This design comes from an exercise in tuning for small area on the open sky130 flow, not from production work. Function was checked by simulation only, so behaviour that the tests miss may differ from the original. Power is estimated from default activity; no workload was simulated.

try-nickel:
## spi_display_controller_top
module spi_display_controller_top (
    input   wire            mco,
    input   wire            rst_n,
    input   wire            SPI_CLK,
    input   wire            SPI_CS,
    input   wire            SPI_MOSI,
    input   wire            DC,
    input   wire    [ 5:0]  iModeSelectorPort,
    output  wire            oDispClockPort,
    output  wire            oDispHsyncPort,
    output  wire            oDispVsyncPort,
    output  wire            oDispDataEnablePort,
    output  wire            oDispDispPort,
    output  wire            oDispLedSHDNPort,
    output  wire    [17:0]  oSRAMAddrPort,
    output  wire    [23:0]  oSRAMDataPort,
    output  wire            oSRAMDataDrivePort,
    output  wire            oSRAMWriteEnablePort,
    output  wire            oSRAMOutputEnablePort
    );
Size in the first run: ~770 cells after synthesis, roughly 63 I/O pins, ~0.0076 sq mm of cells after synthesis.
==> flow/config.mk <==
export PLATFORM = sky130hd
export DESIGN_NAME = spi_display_controller_top
export DESIGN_NICKNAME = spi_display_controller_top
export VERILOG_FILES = /design/flow/design.v
export SDC_FILE = /design/flow/constraint.sdc
export NUM_CORES = 4
export LEC_CHECK = 0
export CAP_MARGIN = 20
export CORE_MARGIN = 2
export CORE_UTILIZATION = 40
export GPL_TIMING_DRIVEN = 0
export SLEW_MARGIN = 20
==> flow/constraint.sdc <==
create_clock -name core_clock -period 5.0 [get_ports {mco}]
set_input_delay 1.0000 -clock core_clock [delete_from_list [all_inputs] [get_ports {mco}]]
set_output_delay 1.0000 -clock core_clock [all_outputs]
set_load 0.01 [all_outputs]
standard.sh (not shown) runs the stock make flow with config.mk's settings and CLKGATE_MAP_FILE= SYNTH_SCRIPT=/design/flow/synth_recipe.tcl, a recipe that flattens the netlist after the stock synthesis.
==> flow/flow/run.sh <==
#!/bin/bash
# Layout flow: the standard synthesis, then its combinational logic
# re-mapped for area by ABC (the flip-flops, their names and cell types
# are kept as the standard synthesis made them), then the standard ORFS
# layout with a lighter clock tree (no dummy loads) and minimum-size port
# buffers. Each tool's output goes to its own log file in this folder.
set -euo pipefail
W=$(pwd)
R=$W/orfs/results/$FLOW_PLATFORM/spi_display_controller_top/base
LIB=$FLOW_HOME/platforms/$FLOW_PLATFORM/lib/sky130_fd_sc_hd__tt_025C_1v80.lib
YOSYS=yosys
[[ -x $FLOW_HOME/../tools/install/yosys/bin/yosys ]] && YOSYS=$FLOW_HOME/../tools/install/yosys/bin/yosys
export CTS_ARGS="-sink_clustering_enable -repair_clock_nets -dont_use_dummy_load -buf_list sky130_fd_sc_hd__clkbuf_8"
export BUFFER_PORTS_ARGS="-buffer_cell sky130_fd_sc_hd__buf_1"

bash standard.sh synth > synth_standard.log 2>&1
cp "$R/1_2_yosys.v" "$W/standard_netlist.v"
python3 flow/gen_models.py "$LIB" "$W/standard_netlist.v" "$W/comb_models.v" > gen_models.log 2>&1

DONT_USE=""
for c in sky130_fd_sc_hd__probe_p_8 sky130_fd_sc_hd__probec_p_8; do DONT_USE="$DONT_USE -dont_use $c"; done
for c in $(grep -o 'cell *( *"\?sky130_fd_sc_hd__lpflow_[a-z0-9_]*' "$LIB" | grep -o 'sky130_fd_sc_hd__lpflow_[a-z0-9_]*' | sort -u); do
  DONT_USE="$DONT_USE -dont_use $c"
done
cat > resynth.ys <<EOS
read_verilog $W/comb_models.v
read_liberty -lib -ignore_redef $LIB
read_verilog $W/standard_netlist.v
hierarchy -check -top $FLOW_TOP
flatten
delete t:\$scopeinfo
techmap
opt -fast
abc -liberty $LIB $DONT_USE -script $W/flow/area.abc
setundef -zero
splitnets
opt_clean -purge
hilomap -singleton -hicell sky130_fd_sc_hd__conb_1 HI -locell sky130_fd_sc_hd__conb_1 LO
insbuf -buf sky130_fd_sc_hd__buf_4 A X
opt_clean -purge
stat -liberty $LIB
write_verilog -noattr -noexpr -nohex -nodec $R/1_2_yosys.v
EOS
$YOSYS -s resynth.ys > resynth.log 2>&1

bash standard.sh synth > synth_odb.log 2>&1
bash standard.sh > layout.log 2>&1
Other scripts of this flow, unchanged in this note and not shown: flow/flow/area.abc, flow/flow/gen_models.py
Relative to try-nickel, the following input files were edited for try-pepper:
--- a/flow/flow/run.sh
+++ b/flow/flow/run.sh
@@ -13,4 +13,5 @@
 export CTS_ARGS="-sink_clustering_enable -repair_clock_nets -dont_use_dummy_load -buf_list sky130_fd_sc_hd__clkbuf_8"
 export BUFFER_PORTS_ARGS="-buffer_cell sky130_fd_sc_hd__buf_1"
+export SKIP_REPAIR_TIE_FANOUT=1
 
 bash standard.sh synth > synth_standard.log 2>&1
@@ -37,5 +38,4 @@
 opt_clean -purge
 hilomap -singleton -hicell sky130_fd_sc_hd__conb_1 HI -locell sky130_fd_sc_hd__conb_1 LO
-insbuf -buf sky130_fd_sc_hd__buf_4 A X
 opt_clean -purge
 stat -liberty $LIB
--- a/flow/config.mk
+++ b/flow/config.mk
@@ -6,7 +6,7 @@
 export NUM_CORES = 4
 export LEC_CHECK = 0
-export CAP_MARGIN = 20
+export CAP_MARGIN = 5
 export CORE_MARGIN = 2
-export CORE_UTILIZATION = 40
+export CORE_UTILIZATION = 65
 export GPL_TIMING_DRIVEN = 0
-export SLEW_MARGIN = 20
+export SLEW_MARGIN = 5
--- outcome ---
Comparing average size of a mapped cell for try-pepper and try-nickel, the bigger number came from try-pepper. Per the comparison of try-pepper with try-nickel, ratio of final minimum period to clock period roughly the same; design area lower. Data arrival at the endpoint of the critical path: try-pepper and try-nickel compared, higher one is try-nickel. Cmp try-pepper vs try-nickel: sequential cell area share higher in try-pepper. Final layout net count is lower on try-pepper. Going from try-nickel to try-pepper, critical path depth shrinks by about 4.3%. For area of the die, dividing the value from try-pepper by the value from try-nickel gives 0.61. Proportion of cell area occupied by multi-input gates is higher on try-pepper. Between try-pepper and try-nickel, static leakage power is lower for try-pepper, try-nickel comes in above that.
Input changes introduced in try-onyx (baseline for comparison: try-pepper):
--- a/flow/flow/run.sh
+++ b/flow/flow/run.sh
@@ -13,5 +13,4 @@
 export CTS_ARGS="-sink_clustering_enable -repair_clock_nets -dont_use_dummy_load -buf_list sky130_fd_sc_hd__clkbuf_8"
 export BUFFER_PORTS_ARGS="-buffer_cell sky130_fd_sc_hd__buf_1"
-export SKIP_REPAIR_TIE_FANOUT=1
 
 bash standard.sh synth > synth_standard.log 2>&1
--- a/flow/config.mk
+++ b/flow/config.mk
@@ -8,5 +8,5 @@
 export CAP_MARGIN = 5
 export CORE_MARGIN = 2
-export CORE_UTILIZATION = 65
+export CORE_UTILIZATION = 40
 export GPL_TIMING_DRIVEN = 0
 export SLEW_MARGIN = 5
- try-onyx: share of layout cells above drive strength 1 higher than try-pepper
- try-onyx ended up with a lower final critical delay including setup and external delays than try-pepper did.
- Via count of the routed design is lower on try-onyx
--- input diff try-onyx..try-raven ---
--- a/flow/flow/run.sh
+++ b/flow/flow/run.sh
@@ -37,4 +37,5 @@
 opt_clean -purge
 hilomap -singleton -hicell sky130_fd_sc_hd__conb_1 HI -locell sky130_fd_sc_hd__conb_1 LO
+insbuf -buf sky130_fd_sc_hd__buf_4 A X
 opt_clean -purge
 stat -liberty $LIB
--- a/flow/config.mk
+++ b/flow/config.mk
@@ -6,7 +6,6 @@
 export NUM_CORES = 4
 export LEC_CHECK = 0
-export CAP_MARGIN = 5
+export CAP_MARGIN = 20
 export CORE_MARGIN = 2
 export CORE_UTILIZATION = 40
-export GPL_TIMING_DRIVEN = 0
-export SLEW_MARGIN = 5
+export SLEW_MARGIN = 20
[summary]
try-onyx has a higher synthesized area divided by synthesized cell count than try-raven.
Relative to try-onyx, max-slew headroom at the worst pin has gone up in try-raven.
Flip-flop and latch count came out exactly the same in try-raven and try-onyx.
try-raven and try-onyx ended up with nearly the same total power.

[what the ideal ports hide]
No port has a modelled driver above. Below, the same layouts with a new extraction and two added sets of constraints.
Step 1: set_driving_cell puts a clkbuf_16 on mco and a buf_2 on each other input, an assumption about the parent block.
Step 2, shift: input delay + t, output delay - t, t = (earliest + latest rising clock arrival at the registers) / 2. This alone moves slack from input paths to output paths.
a / b / c = no drivers / after step 1 / after step 2; a / b = the first two.
| run | t, ns | setup WS [ns] | pins driven straight from the clock port |
|---|---|---|---|
| try-nickel | 0.481 | 0.255 / 0.270 / -0.211 | 1 |
| try-pepper | 0.475 | 0.258 / 0.272 / -0.203 | 1 |
| try-onyx | 0.487 | 0.332 / 0.349 / -0.138 | 1 |
| try-raven | 0.486 | 0.386 / 0.407 / -0.078 | 1 |
With both steps, setup timing fails in every run listed, where it was met with ideal ports. For try-onyx, which loses most, drivers alone change the setup slack by +0.017 ns; drivers and shift together by -0.470 ns.
